What follows belongs to an exercise in optimizing a design on an open flow for small area; a production flow would make more cautious choices.
Only simulation tests tie the RTL to the original design; equivalence was not proved.

==> design/flow/config.mk <==
export PLATFORM = sky130hd
export DESIGN_NAME = top_level
export DESIGN_NICKNAME = top_level
export VERILOG_FILES = /design/flow/design.v
export SDC_FILE = /design/flow/constraint.sdc
export NUM_CORES = 4
export LEC_CHECK = 0
export CAP_MARGIN = 20
export CORE_MARGIN = 2
export CORE_UTILIZATION = 50
export SLEW_MARGIN = 20
==> design/flow/design.v <==
module top_level (
    input clk, reset,
    input logic signed [10:0] sig_modulated_fixed_real,
    input logic signed [10:0] sig_modulated_fixed_imag,
    input logic signed [10:0] demod_Lo_real,
    input logic signed [10:0] demod_Lo_imag,
    output logic signed [61:0] sig_demod_30_real,
    output logic signed [61:0] sig_demod_30_imag
);
logic signed [21:0] p_re, p_im;
assign p_re = sig_modulated_fixed_real * demod_Lo_real - sig_modulated_fixed_imag * demod_Lo_imag;
assign p_im = sig_modulated_fixed_real * demod_Lo_imag + sig_modulated_fixed_imag * demod_Lo_real;
logic [4:0] cnt;
wire last = (cnt == 5'd29);
logic signed [3:0] h;
always_comb begin
    if (cnt <= 5'd1)       h = 4'sd3;
    else if (cnt <= 5'd5)  h = 4'sd4;
    else if (cnt <= 5'd19) h = 4'sd5;
    else if (cnt <= 5'd23) h = 4'sd4;
    else if (cnt <= 5'd26) h = 4'sd3;
    else if (cnt <= 5'd28) h = 4'sd2;
    else                   h = 4'sd3;
end
logic signed [28:0] acc_re, acc_im, out_re, out_im;
logic signed [22:0] nxt_re, nxt_im;
wire signed [28:0] base_re = last ? {{5{nxt_re[22]}}, nxt_re, 1'b0} : acc_re;
wire signed [28:0] base_im = last ? {{5{nxt_im[22]}}, nxt_im, 1'b0} : acc_im;
always_ff @(posedge clk) begin
    if (reset) begin
        cnt <= 5'd0;
        acc_re <= '0;
        acc_im <= '0;
        out_re <= '0;
        out_im <= '0;
    end else begin
        cnt <= last ? 5'd0 : cnt + 5'd1;
        acc_re <= base_re + h * p_re;
        acc_im <= base_im + h * p_im;
        if (last) begin
            out_re <= acc_re;
            out_im <= acc_im;
        end
    end
end
always_ff @(posedge clk) begin
    if (cnt == 5'd27) begin
        nxt_re <= p_re;
        nxt_im <= p_im;
    end else if (cnt == 5'd28) begin
        nxt_re <= nxt_re + p_re;
        nxt_im <= nxt_im + p_im;
    end
end
assign sig_demod_30_real = {{33{out_re[28]}}, out_re};
assign sig_demod_30_imag = {{33{out_im[28]}}, out_im};
endmodule
==> design/flow/run.sh <==
#!/bin/bash
# synth_recipe.tcl (not shown) runs the flow's synth.tcl, then flattens the netlist and writes it again
# the make line also repeats each setting of config.mk as NAME=value (left out here)
make -C /OpenROAD-flow-scripts/flow DESIGN_CONFIG=/design/flow/config.mk WORK_HOME=/design/flow/orfs CLKGATE_MAP_FILE= SYNTH_SCRIPT=/design/flow/synth_recipe.tcl finish
==> design/flow/constraint.sdc <==
create_clock -name core_clock -period 10.0 [get_ports {clk}]
set_input_delay 2.0000 -clock core_clock [delete_from_list [all_inputs] [get_ports {clk}]]
set_output_delay 2.0000 -clock core_clock [all_outputs]
set_load 0.01 [all_outputs]
==> flow_summary.json <==
{
  "status": "failed layout checks",
  "so.violations": "setup timing",
  "synth-seq-cells": 167,
  "synth_commonest_cells": "inv_1, fa_1, nand2_1",
  "routed_via_density": 5.01,
  "max_slew.worst_pin.slew_ns": 0.893,
  "drcViolationCount": 0,
  "globalRouteTotalUtil": 0.260,
  "ys_seq_area_frac": 0.110,
  "min_path_type": "reg -> reg",
  "maxSlewViolCount": 0,
  "critPathLaunchType": "input pin",
  "yosysMostFrequentCell": "inv_1",
  "max_stage_delay_ns": 0.57,
  "nFillCells": 5764,
  "ant_nets": 0,
  "antenna_found_initial": 1,
  "critPathArrivalTime_ns": 10.68,
  "overflow": 0,
  "core-area_sq_um": 68500,
  "r2r_start": "cnt[0]",
  "min_from": "acc_im[12]",
  "synth_cell_types": 78,
  "critical_path.slowest_cell": "fa_1",
  "areaGrowthSynthToFinish_pct": 31.2,
  "io_buffers": 169,
  "required_ns": 10.36,
  "ioPinCount": 170,
  "fin_cells": 5508,
  "multi_input_area_sq_um": 28600,
  "path_common_cell": "fa_1",
  "die_y_microns": 267,
  "cts_buffers": 17,
  "finalCriticalPeriod_ns": 10.32,
  "fmax_mhz": 96.9,
  "syn_area_sq_um": 34500,
  "slew_headroom": 0.404,
  "finish.utilization": 0.661,
  "clkSlewWorstSetupHoldPaths_ns": 0.07,
  "grt_pass1_wl_microns": 147000,
  "path_max_fanout": 5,
  "synth_area_per_cell_sq_um": 8.78,
  "layout.area.seq_sq_um": 3800,
  "synthFlopType": "dfxtp_1",
  "r2r_slack_ns": 4.41,
  "clk_latency_ns": 0.45,
  "timing.final.hold_violations": 0,
  "maxCapViolCount": 0,
  "ys_async_sr_fraction": 0,
  "yosys_warnings": 1,
  "post_drt_wl_per_cell_microns": 16.4,
  "synth_top_area_cell": "fa_1",
  "place_congestion": 0.884,
  "grt_setup_unrepaired": "yes",
  "critPathKind": "in -> reg",
  "drtIter0Drc": 1404,
  "start_util": 0.504,
  "layout_setup_ws_ns": -0.316,
  "dr.pass1.iters": 5,
  "synth_edf_count": 46,
  "yosysTopAreaCellShare": 0.364,
  "fin_crit_sh": 1.03,
  "diodes": 0,
  "rr_worst_depth": 20,
  "r2r-end": "acc_re[28]",
  "drt_wl_total_microns": 90100,
  "synth_area_leaders": "fa_1, ha_1, inv_1",
  "cts-htree-levels": 4,
  "cts_tree": "done",
  "setup_violations": 16,
  "fin_skew_ns": 0.0183,
  "dieArea_sq_um": 71100,
  "rows": 96,
  "vias": 27612,
  "syn_inst": 3930,
  "syn-num-nets": 4930,
  "final_nets": 5614,
  "cts_num_sinks": 167,
  "place_inst": 5305,
  "min_to": "out_im[12]",
  "dieWidth_microns": 267,
  "grt_max_degree": 83,
  "endpoint_kind": "flip-flop",
  "holdWs_ns": 0.451,
  "grt_pass1_vias": 28348,
  "drive_gt1_frac": 0.262,
  "dp_hpwl_microns": 70800,
  "clockBufferDepth": 2,
  "hold_depth": 2,
  "cts-root-buf": "clkbuf_16"
}
[logic make-up (layout without fill, tap and decap cells)]
family	after synthesis	count (layout)	synth area share
AO/OA/AOI/OAI	444	444	0.0821
XOR/XNOR	157	157	0.0410
adder cells (fa/ha/maj)	954	954	0.483
buffers and inverters	1042	1738	0.121
flip-flops	167	167	0.110
multiplexers	27	27	0.00787
AND/OR/NAND/NOR	1139	1139	0.155
[worst max path at each step]
stage,startpoint,end,slack [ns],cells past startpoint
after floorplan,sig_modulated_fixed_imag[10],acc_re[24],-0.29,33
after global placement,sig_modulated_fixed_real[5],acc_im[28],-1.45,38
after detailed placement,sig_modulated_fixed_real[8],acc_re[24],-1.53,35
after CTS,demod_Lo_imag[1],acc_im[27],-0.24,38
after global routing,demod_Lo_imag[2],acc_im[25],-0.63,43
final,demod_Lo_imag[5],acc_re[28],-0.32,34
[critical path: cells and delay by family]
kind / cells / cell delay, ns
fa+ha+maj: 12 / 5.48
compound gates: 11 / 1.93
xor+xnor: 1 / 0.16
buf+inv: 7 / 0.67
simple gates: 3 / 0.43
[cells in the final DEF, fill, tap and decap left out, drive strengths merged, types with 11 or more instances in the layout]
cell type,count
inv,834
buf,744
fa,628
nand2,509
ha,326
and2,274
nor2,196
a21oi,172
clkdlybuf4s50,124
dfxtp,121
xnor2,106
o21ai,83
a21o,52
xor2,50
edfxtp,46
o21a,34
nor2b,31
nand2b,30
nand3,27
mux2i,26
clkbuf,24
nor3,21
o21bai,18
o211ai,14
a211oi,13
or2,12
or3,11
[what timing repair did]
| action | 4_1_cts | 5_1_grt |
|---|---|---|
| endpoints found under the setup margin | 37 | 32 |
| gates resized for setup | 474 | 293 |
| hold buffers | 0 | 0 |
| setup buffers | 142 | 42 |
| cloned | 9 | 1 |
| pin swaps | 211 | 206 |
[flip-flops by register name, summed over array words and instances, names as in the netlist]
name    cells
acc_im     29
acc_re     29
out_im     29
out_re     29
nxt_im     23
nxt_re     23
cnt         5
[through the flow]
step	setup WS (ns)	TNS, ns	instance area, sq um
after global routing	-0.629	-9.66	45200
after CTS	-0.239	-2.36	43900
final	-0.316	-3.36	45200
after global placement	-1.45	-42.90	41000
after detailed placement	-1.53	-46.00	41000
after floorplan	-0.289	-1.41	35000
[area by class of cell]
cell class	instances	area share
Clock inverter	13	0.00340
Clock buffer	18	0.00996
Tap cell	882	0.0244
Sequential cell	167	0.0841
Inverter	826	0.0687
Timing Repair Buffer	881	0.177
Multi-Input combinational cell	2721	0.632
[per-layer routing]
metal / track usage / part of all wire
met5: 0 / 0
met4: 0.0700 / 0.024
met3: 0.0257 / 0.043
met2: 0.432 / 0.47
met1: 0.365 / 0.46

-- port drivers added, routing unchanged --
In the flow no input, the clock included, has a driving cell. The finished layout below was timed again as built, in two steps. Step 1, drivers: a clkbuf_16 drives clk and a buf_2 each remaining input, both assumed. Step 2 also shifts input and output timing later by t, the mid clock arrival at the registers, as if the neighbouring blocks saw the same clock. a / b / c = ideal ports / drivers / drivers and shift; a / b = the first two.
shift t [ns]: 0.495
slack for setup (ns): -0.316 / -0.299 / -0.794
cell pins on the clock port's net: 1
The setup slack of this run moves by +0.017 ns with the drivers and by -0.478 ns with both steps.
